Background: an optimization exercise with open tools, aiming at small area. Do not read the settings as production practice. Function was checked by simulation only, so behaviour that the tests miss may differ from the original. The flow treats the clock pin as an ideal source. Dropping or thinning the clock tree relies on that and would not hold on a real chip. Power and IR drop assume default switching activity.

==> module LcdInterface, before the edit <==
module LcdInterface(Rst, Clk, Go, DispReact, DispTime, First, LCD_Data, LCD_E, LCD_RS, LCD_RW);
   input Clk, Rst;
   input Go;
   input DispReact;
   input [9:0] DispTime;
   output First;    
   output reg [11:8] LCD_Data;
   output reg LCD_E, LCD_RS;
   output LCD_RW;
   assign LCD_RW = 1'b0;
   reg [4:0] Slot;
   reg [3:0] Phase;
   reg LineReact;
   wire Idle = ~Slot[4] & ~Slot[3];                          
   wire AddrSlot = (Slot == 5'd15);
   wire InitSlot = ~Slot[4] & Slot[3] & ~AddrSlot;          
   wire Ph0 = (Phase == 4'd0);
   wire Ph3 = (Phase == 4'd3);
   wire Ph5 = Phase[2] & ~Phase[1] & Phase[0];
   wire Ph3to6 = ~Phase[3] & (Phase[2] ^ (Phase[1] & Phase[0]));
   wire Ph10 = Phase[3] & Phase[1] & ~Phase[0];
   wire Ph11 = Phase[3] & Phase[1] & Phase[0];
   always @(posedge Clk) begin
      if (Rst) begin
         Slot <= 5'd9;
         Phase <= 4'd1;
      end
      else if (Idle) begin
         if (Go) Slot <= 5'd15;
      end
      else begin
         Phase[0] <= ~Phase[0];
         Phase[1] <= Phase[1] ^ Phase[0];
         Phase[2] <= (Phase[2] ^ (Phase[1] & Phase[0])) & ~Phase[3];
         Phase[3] <= (Phase[3] & ~(Phase[1] & Phase[0])) | (Phase[2] & Phase[1] & Phase[0]);
         if (Ph11) Slot <= Slot + 5'd1;
      end
   end
   assign First = ~Slot[4] & ~Slot[2] & ~Slot[1] & Slot[0] & (Phase == 4'd1);    
   wire Load = AddrSlot & Ph0;
   wire Convert = AddrSlot & LineReact & ~Ph11;
   wire [11:0] Digits;
   Bin2BCD Bin2BCD_0 (Clk, Load, {DispTime[1:0] & {2{~DispReact}}, DispTime},
                      Convert & (Phase[3] | Phase[2] | (Phase[1] & Phase[0])),    
                      Convert & (Phase[3] | (Phase[2] & Phase[1] & Phase[0])),    
                      Convert & Ph10, Digits);
   always @(posedge Clk)
      if (Load) LineReact <= DispReact;
   wire [1:0] LineCode = Digits[3:2];
   localparam [127:0] InitString = "Reaction Timer  ",
                      CheatString = "No Cheating!    ",
                      SlowString = "Too Slow!       ",
                      WaitString = "Wait for LEDs...",
                      ReactionString = "0.000 s         ";
   wire [3:0] Idx = ~Slot[3:0];    
   reg [7:0] Char;
   always @(*) begin
      if (LineReact) begin
         Char = ReactionString[{Idx, 3'b000} +: 8];
         if (Slot[3:0] == 4'd2) Char[3:0] = Digits[3:0];
         if (Slot[3:0] == 4'd3) Char[3:0] = Digits[11:8];
         if (Slot[3:0] == 4'd4) Char[3:0] = Digits[7:4];
      end
      else case (LineCode)
         2'd0: Char = InitString[{Idx, 3'b000} +: 8];
         2'd1: Char = CheatString[{Idx, 3'b000} +: 8];
         2'd2: Char = SlowString[{Idx, 3'b000} +: 8];
         default: Char = WaitString[{Idx, 3'b000} +: 8];
      endcase
   end
   always @(*) begin
      LCD_Data = 4'h0;
      LCD_E = 1'b0;
      LCD_RS = 1'b0;
      if (Slot[4]) begin
         LCD_RS = Ph3to6;
         if (Ph3) begin LCD_E = 1'b1; LCD_Data = Char[7:4]; end
         if (Ph5) begin LCD_E = 1'b1; LCD_Data = Char[3:0]; end
      end
      else if (AddrSlot) begin
         if (Ph3) begin LCD_E = 1'b1; LCD_Data = 4'h8; end
         if (Ph5) LCD_E = 1'b1;
      end
      else if (InitSlot) begin
         case (Slot[2:0])
            3'd1: begin    
               LCD_E = (~Phase[0] & (Phase[2] | (Phase[3] & ~Phase[1]))) | Ph11;    
               LCD_Data[9] = Phase[3] | Phase[2] | (Phase[1] & Phase[0]);         
               LCD_Data[8] = Phase[3] ? ~Phase[1] : (Phase[2] | (Phase[1] & Phase[0]));    
            end
            3'd2: begin    
               LCD_E = Phase[0];                                                  
               if (~Phase[3] & ~Phase[2] & ~Phase[1]) LCD_Data = 4'h2;           
               if (Ph3) LCD_Data = 4'h8;
               if (Phase[2] & Phase[1] & Phase[0]) LCD_Data = 4'h6;              
               if (Ph11) LCD_Data = 4'hc;
            end
            3'd3: begin    
               LCD_E = ~Phase[3] & ~Phase[2] & Phase[0];                         
               if (Ph3) LCD_Data = 4'h1;
            end
            default: ;
         endcase
      end
   end
endmodule
==> flow/config.mk <==
export PLATFORM = sky130hd
export DESIGN_NAME = LCDDisplay
export DESIGN_NICKNAME = LCDDisplay
export VERILOG_FILES = /design/flow/design.v
export SDC_FILE = /design/flow/constraint.sdc
export NUM_CORES = 4
export LEC_CHECK = 0
export CAP_MARGIN = 20
export CORE_MARGIN = 2
export CORE_UTILIZATION = 40
export SLEW_MARGIN = 20
==> flow/constraint.sdc <==
create_clock -name core_clock -period 10.0 [get_ports {Clk}]
set_input_delay 2.0000 -clock core_clock [delete_from_list [all_inputs] [get_ports {Clk}]]
set_output_delay 2.0000 -clock core_clock [all_outputs]
set_load 0.01 [all_outputs]
standard.sh (not shown) runs the stock make flow with config.mk's settings and CLKGATE_MAP_FILE= SYNTH_SCRIPT=/design/flow/synth_recipe.tcl, a recipe that flattens the netlist after the stock synthesis.
==> flow/flow/run.sh <==
#!/bin/bash
# Layout flow: the standard ORFS flow (standard.sh), with these changes,
# which only affect which cells make up the layout:
#  - synthesis maps the logic with an area-oriented ABC script (abc_area.script
#    here: deep AIG optimisation, then area mapping) instead of ORFS's
#    delay-oriented one with up-sizing. The synthesis is run four times, with
#    four random seeds for the AIG optimisation, each in its own ORFS work
#    folder (orfs_<seed>); the run with the smallest cell area is kept and the
#    layout continues from it in orfs/;
#  - Yosys's full/half-adder extraction is skipped (ADDER_MAP_FILE empty), so
#    ABC sees the counters as plain logic;
#  - the port buffers are the smallest buffer, sky130_fd_sc_hd__buf_1;
#  - the clock step builds the clock network with clock_buffer.tcl here (three
#    clock buffers driven by the clock port, each driving a third of the
#    registers) in place of ORFS's clock tree synthesis; the rest of that step
#    (legalisation, timing repair) is ORFS's.
# Everything else (synthesis script, floorplan, power grid, tap cells,
# placement, routing) is ORFS's, run through standard.sh. Each tool's output
# is in the ORFS logs of orfs/ (and orfs_<seed>/ for the synthesis runs);
# synth_<seed>.log and flow.log hold what the make runs print.
set -euo pipefail
W=$PWD
SEEDS="1 2 3 4"
for s in $SEEDS; do
  rm -rf "$W/scripts_$s" "$W/orfs_$s"
  cp -r "$FLOW_HOME/scripts" "$W/scripts_$s"
  sed "s/@SEED@/$s/" "$W/flow/abc_area.script" > "$W/scripts_$s/abc_area.script"
  sed -i "s|^log_cmd clock_tree_synthesis {\*}\$cts_args\$|source $W/flow/clock_buffer.tcl|" \
    "$W/scripts_$s/cts.tcl"
  grep -q "clock_buffer.tcl" "$W/scripts_$s/cts.tcl"
done
pids=""
for s in $SEEDS; do
  bash standard.sh WORK_HOME="$W/orfs_$s" SCRIPTS_DIR="$W/scripts_$s" ABC_AREA=1 \
    ADDER_MAP_FILE= synth > "$W/synth_$s.log" 2>&1 &
  pids="$pids $!"
done
for p in $pids; do wait "$p"; done
best=""
best_area=""
for s in $SEEDS; do
  a=$(grep "Chip area for module" "$W/orfs_$s/reports/sky130hd/LCDDisplay/base/synth_stat.txt" | awk '{print $NF}')
  echo "seed $s: synthesis cell area $a" | tee -a "$W/seeds.log"
  if [[ -z "$best" ]] || awk -v a="$a" -v b="$best_area" 'BEGIN { exit !(a < b) }'; then
    best=$s
    best_area=$a
  fi
done
echo "kept seed $best" | tee -a "$W/seeds.log"
rm -rf "$W/orfs"
cp -a "$W/orfs_$best" "$W/orfs"
bash standard.sh SCRIPTS_DIR="$W/scripts_$best" ABC_AREA=1 ADDER_MAP_FILE= \
  "BUFFER_PORTS_ARGS=-buffer_cell sky130_fd_sc_hd__buf_1" \
  finish > "$W/flow.log" 2>&1
Other scripts of this flow, unchanged in this note and not shown: flow/flow/abc_area.script, flow/flow/clock_buffer.tcl
Rerun with:
--- a/flow/design.v
+++ b/flow/design.v
@@ -74,5 +74,5 @@
    wire [11:0] Digits;
    Bin2BCD Bin2BCD_0 (Clk, Load, {DispTime[1:0] & {2{~DispReact}}, DispTime},
-                      Convert & (Phase[3] | Phase[2] | (Phase[1] & Phase[0])),    
+                      Convert & (Phase[3] | Phase[2]),                         
                       Convert & (Phase[3] | (Phase[2] & Phase[1] & Phase[0])),    
                       Convert & Ph10, Digits);
The new run finished clean.
Register-to-register slack gets worse by 0.80 ns.
Clock skew is about the same.
Wire length rose by 7.1%.
Setup slack gets worse by 0.26 ns.
Design area rose by 0.81%.
First-iteration DRC count rose by 9.2%.
Combinational power fell by 27%.
Fmax fell by 4.7%.
Die area rose by 0.51%.
Cell count rose by 0.50%.
Power fell by 3.7%.
In every run of this note, the design's own scripts or RTL, not TritonCTS, make the clock network.

==> static timing again, ports no longer ideal <==
The flow's constraints put no driver on any port. The routed layouts listed below were extracted and timed again, unchanged, in two steps.
Step 1 sets driving cells, clkbuf_16 on the clock port and buf_2 on the other inputs (assumed; they add their load-dependent delay and slew).
Step 2 adds t to the input delays and takes it off the output delays; t is the mean of the earliest and latest rising clock arrival at the registers after step 1. Input paths then give back, and output paths get back, about the clock's delay inside the block.
a / b / c = ideal ports / drivers / drivers and shift; a / b = the first two.
run	t (ns)	setup WS [ns]	worst register clock-pin slew, ns	worst data-port slew with drivers (ns)
the first run	0.161	4.729 / 4.683 / 4.843	0.09 / 0.09	0.03
the second run	0.161	4.466 / 4.422 / 4.583	0.10 / 0.10	0.03
After both steps setup and hold are still met in every run listed.
